Source: an optimization exercise on an open RTL-to-GDS flow (aim: small area). Production flows keep margins and buffers that such runs may drop.
Where RTL was checked, it was by simulation tests only, not by an equivalence proof against the original.
The clock input has no modelled driver; a real chip could not lean on it and would need a root buffer or a full tree.
Power and IR drop assume default switching activity.

==> flow/design.v <==
module uart_vector_processor #(
    parameter int BIT_RATE = 115200,
    parameter int CLK_FREQ = 1_843_200,
    parameter int MAX_VECT_SIZE = 8,
    parameter int MAX_MAT_ROWS = 4,
    parameter int MAX_MAT_COLS = 4
)(
    input wire clk,
    input wire resetn,
    input wire uart_rx,
    output wire uart_tx,
    output wire led_busy,
    output wire led_rx_active,
    output wire led_tx_active,
    output wire led_error
);
    localparam [2:0] S_IDLE = 3'b000,    
                     S_SZ   = 3'b001,    
                     S_OP1  = 3'b010,    
                     S_OP2  = 3'b011,    
                     S_TX   = 3'b110,    
                     S_ERR  = 3'b111;    
    reg [2:0] st;
    reg       frm;           
    reg [7:0] fc;            
    reg [3:0] ph;            
    reg [3:0] w;             
    reg [1:0] bi;            
    reg [3:0] L;             
    reg [1:0] op;            
    reg       c;             
    reg       dA;            
    reg       bcur;          
    reg       act;           
    reg       txo;           
    wire [3:0] m = fc[7:4];
    wire s_idle = (st == S_IDLE);
    wire s_sz   = (st == S_SZ);
    wire s_op1  = (st == S_OP1);
    wire s_op2  = (st == S_OP2);
    wire is_tx  = (st == S_TX);
    wire is_err = (st == S_ERR);
    wire is_mat = ~op[1] & ~op[0];
    wire is_dot = op[1] & op[0];
    wire muldot = op[1];
    reg [15:0] rE [0:15];
    reg [15:0] rO [0:15];
    wire [2:0] yidx = w[2:0] & {3{~is_dot}};
    wire XE_lo = rE[{1'b0, w[2:0]}][0];
    wire XO_lo = rO[{1'b0, w[2:0]}][0];
    wire YE = rE[{1'b1, yidx}][0];
    wire YO = rO[{1'b1, yidx}][0];
    wire XE = w[3] ? YE : XE_lo;
    wire XO = w[3] ? YO : XO_lo;
    wire [2:0] bb = {1'b0, bi} + {1'b0, is_tx & is_dot, is_tx & op[1] & ~op[0]};
    wire bitwin = frm & ~m[3];                           
    wire hit    = bitwin & (ph == {bb[1:0], m[2:1]});    
    wire s15    = &ph;
    wire fend   = frm & s15 & m[3] & (m[0] == is_tx);
    wire rxstart = ~frm & ~uart_rx & ~is_err & ~is_tx;
    wire txstart = ~frm & is_tx & s15;
    wire rx   = uart_rx;
    wire rxop = frm & ~is_tx;
    wire rhit = hit & rxop;
    wire [2:0] k = m[2:0];
    wire XR   = m[0] ? XO : XE;                          
    wire cin_add = c & ~((bi == 2'd0) & (k == 3'd0));
    wire nb   = s_op1 ? rx : (XR ^ rx ^ cin_add);
    wire cadd = (XR & rx) | (cin_add & (XR ^ rx));
    wire pass   = act;
    wire pfirst = (ph == 4'd0);
    wire cin_m  = c & ~pfirst;
    wire t0 = bcur & XE;
    wire s0 = YE ^ t0 ^ cin_m;
    wire c1 = (YE & t0) | (cin_m & (YE ^ t0));
    wire t1 = bcur & XO;
    wire s1 = YO ^ t1 ^ c1;
    wire c2 = (YO & t1) | (c1 & (YO ^ t1));
    wire capv = ~bb[2] & (muldot ? (m[0] ? YO : YE) : XR);
    wire wrX  = pass | (rhit & (s_op1 | (s_op2 & ~muldot)));
    wire wrY  = pass | (s_op1 & muldot);
    wire XdE = pass ? (dA & ~pfirst) : (m[0] ? XE : nb);
    wire XdO = pass ? XE : (m[0] ? nb : XO);
    wire YdE = pass & s0;
    wire YdO = pass & s1;
    wire UdE = is_mat ? XdE : YdE;
    wire UdO = is_mat ? XdO : YdO;
    genvar gi;
    generate
        for (gi = 0; gi < 16; gi = gi + 1) begin : g_slot
            wire we;
            wire dE, dO;
            if (gi < 8) begin : g_lo
                assign we = wrX & (w == gi);
                assign dE = XdE;
                assign dO = XdO;
            end else begin : g_hi
                assign we = (wrX & (w == gi)) | (wrY & (yidx == gi - 8));
                assign dE = UdE;
                assign dO = UdO;
            end
            always @(posedge clk) begin
                rE[gi] <= {we ? dE : rE[gi][0], rE[gi][15:1]};
                rO[gi] <= {we ? dO : rO[gi][0], rO[gi][15:1]};
            end
        end
    endgenerate
    wire skip = is_mat & (w[1:0] == L[1:0]);
    wire [3:0] wnx = (w | {2'b00, skip, skip}) + 4'd1;
    wire last = (w == L);
    wire brin = (k == 3'd0) | c;
    wire dbit = rx ^ brin;
    always @(posedge clk) begin
        ph <= ph + 4'd1;
        fc <= rxstart ? 8'hF1 : txstart ? 8'h00 : fc + 8'd1;
        dA <= XO;
        if (pass) begin
            c  <= c2;
        end else if (rhit) begin
            c <= s_sz ? (brin & ~rx) : cadd;
        end
        if (rhit & s_idle) begin
            if (k == 3'd0) op[0] <= rx;
            if (k == 3'd1) op[1] <= rx;
        end
        if (rhit & s_sz & (bi == 2'd0) & ~k[2] & (~k[1] | ~is_mat)) begin
            if (is_mat & w[0]) L <= {L[3:2], dbit, L[1]};
            else               L <= {dbit, L[3:1]};
        end
        if (is_tx) begin
            if (hit) bcur <= capv;
        end else if (s15)
            bcur <= rx;
        if (s15)
            act <= bitwin & rxop & s_op2 & muldot;
        if (fend) begin
            if (s_idle) begin
                bi <= 2'd0;
                w  <= 4'd0;
            end else begin
                bi <= bi + 2'd1;
                if (bi == 2'd3)
                    w <= s_sz ? {3'b000, is_mat & ~w[0]} : (last ? 4'd0 : wnx);
            end
        end
    end
    always @(posedge clk or negedge resetn) begin
        if (!resetn) begin
            st  <= S_IDLE;
            frm <= 1'b0;
            txo <= 1'b1;
        end else begin
            if (rxstart | txstart) frm <= 1'b1;
            else if (fend)         frm <= 1'b0;
            if (s15)
                txo <= ~txstart & ~(is_tx & bitwin & ~(hit ? capv : bcur));
            if (rhit & s_idle & (k[2] | k[1]) & (rx ^ (~k[2] & ~k[0] & is_mat)))
                st <= S_ERR;
            else if (fend & (bi == 2'd3 | s_idle)) begin
                case (st)
                    S_IDLE: st <= S_SZ;
                    S_SZ:   if (~(is_mat & ~w[0])) st <= S_OP1;
                    S_OP1:  if (last) st <= S_OP2;
                    S_OP2:  if (last) st <= S_TX;
                    S_TX:   if (last | is_dot) st <= S_IDLE;
                    default: ;
                endcase
            end
        end
    end
    assign uart_tx       = txo;
    assign led_tx_active = is_tx;
    assign led_rx_active = s_sz | s_op1 | s_op2;
    assign led_busy      = led_rx_active | is_tx;
    assign led_error     = is_err;
endmodule
export LEC_CHECK = 0
export CAP_MARGIN = 20
export CORE_MARGIN = 2
export CORE_UTILIZATION = 40
export CTS_CLUSTER_DIAMETER = 100
export CTS_CLUSTER_SIZE = 35
export SLEW_MARGIN = 20
create_clock -name core_clock -period 100.0 [get_ports {clk}]
standard.sh (not shown) runs the stock make flow with config.mk's settings and CLKGATE_MAP_FILE= SYNTH_SCRIPT=/design/flow/synth_recipe.tcl, a recipe that flattens the netlist after the stock synthesis.
==> flow/flow/run.sh <==
#!/bin/bash
# Own layout flow: the standard ORFS flow (standard.sh), with
#  - synthesis unchanged except that ABC maps the logic with an area-oriented
#    script (flow/abc_area.script) instead of ORFS's speed script; registers
#    are mapped before ABC runs, so they are the standard synthesis's;
#  - smaller port buffers, no CTS dummy loads, buf_12 clock buffers, and the
#    clock tree's intermediate level removed (root buffer drives the leaf
#    buffers directly).
# Each tool's output goes to a log file in the work folder (and ORFS's own
# logs under orfs/logs).
set -euo pipefail
W=$(pwd)

# ORFS scripts, with ABC's script replaced
rm -rf "$W/scripts_area"
cp -r "$FLOW_HOME/scripts" "$W/scripts_area"
cp "$W/flow/abc_area.script" "$W/scripts_area/abc_speed.script"

bash standard.sh SCRIPTS_DIR="$W/scripts_area" synth > "$W/synth.log" 2>&1

export BUFFER_PORTS_ARGS="-buffer_cell sky130_fd_sc_hd__buf_1"
export CTS_ARGS="-sink_clustering_enable -repair_clock_nets -sink_clustering_size 33 -sink_clustering_max_diameter 100 -dont_use_dummy_load -buf_list sky130_fd_sc_hd__buf_12"
bash standard.sh cts > "$W/place_cts.log" 2>&1

CTS_ODB=$(ls -d "$W"/orfs/results/*/uart_vector_processor/base)/4_cts.odb
CTS_ODB="$CTS_ODB" openroad -no_init -exit "$W/flow/flatten_ctree.tcl" > "$W/flatten_ctree.log" 2>&1

bash standard.sh > "$W/layout.log" 2>&1
Other scripts of this flow, unchanged in this note and not shown: flow/flow/abc_area.script, flow/flow/flatten_ctree.tcl
Edit:
--- a/flow/design.v
+++ b/flow/design.v
@@ -19,6 +19,6 @@
                      S_OP1  = 3'b010,    
                      S_OP2  = 3'b011,    
-                     S_TX   = 3'b110,    
-                     S_ERR  = 3'b111;    
+                     S_TX   = 3'b100,    
+                     S_ERR  = 3'b101;    
     reg [2:0] st;
     reg       frm;           
@@ -58,5 +58,5 @@
     wire s15    = &ph;
     wire fend   = frm & s15 & m[3] & (m[0] == is_tx);
-    wire rxstart = ~frm & ~uart_rx & ~is_err & ~is_tx;
+    wire rxstart = ~frm & ~uart_rx;
     wire txstart = ~frm & is_tx & s15;
     wire rx   = uart_rx;
@@ -171,5 +171,5 @@
     assign uart_tx       = txo;
     assign led_tx_active = is_tx;
-    assign led_rx_active = s_sz | s_op1 | s_op2;
+    assign led_rx_active = ~st[2] & (st[1] | st[0]);
     assign led_busy      = led_rx_active | is_tx;
     assign led_error     = is_err;
What happened:
- maximum frequency rises by about 0.34%
- worst setup slack improves by 77 ps
- wire length rises by about 4%
- via count rises by about 2%
- first-iteration DRC count falls by 7.0%
- critical path depth does not change
- synthesized area rises by about 0.46%
- hold slack is about the same
- final area rises by about 0.46%
- synthesized cell count rises by about 0.7%
- register-to-register slack improves by 440 ps
- power falls by about 4%
- sequential share of layout area falls by 0.37 points
No functional check of the RTL was part of the second run of this note.

==> port drivers added, routing unchanged <==
The results above use ideal ports. As a check the final layouts listed here were re-extracted and re-timed, cells and wires unchanged.
Step 1: set_driving_cell puts a clkbuf_16 on clk and a buf_2 on each other input, an assumption about the parent block.
Step 2 moves the port delays by t, midway between the first and last clock arrival at a register: inputs arrive t later, outputs are due t later. That takes back most of the time a late clock gives input paths.
Three values: no drivers, after step 1, after step 2; two values: the first two.
| run | t (ns) | slack for setup (ns) | clock arrival spread, ns | slew at the worst register clock pin (ns) |
|---|---|---|---|---|
| the first run | 0.498 | 77.452 / 77.471 / 76.972 | 0.046 / 0.045 | 0.12 / 0.12 |
| the second run | 0.513 | 77.529 / 77.553 / 77.040 | 0.043 / 0.044 | 0.12 / 0.12 |
After both steps every run listed still meets setup and hold. For the second run, which loses most, drivers alone change the setup slack by +0.024 ns; drivers and shift together by -0.489 ns.
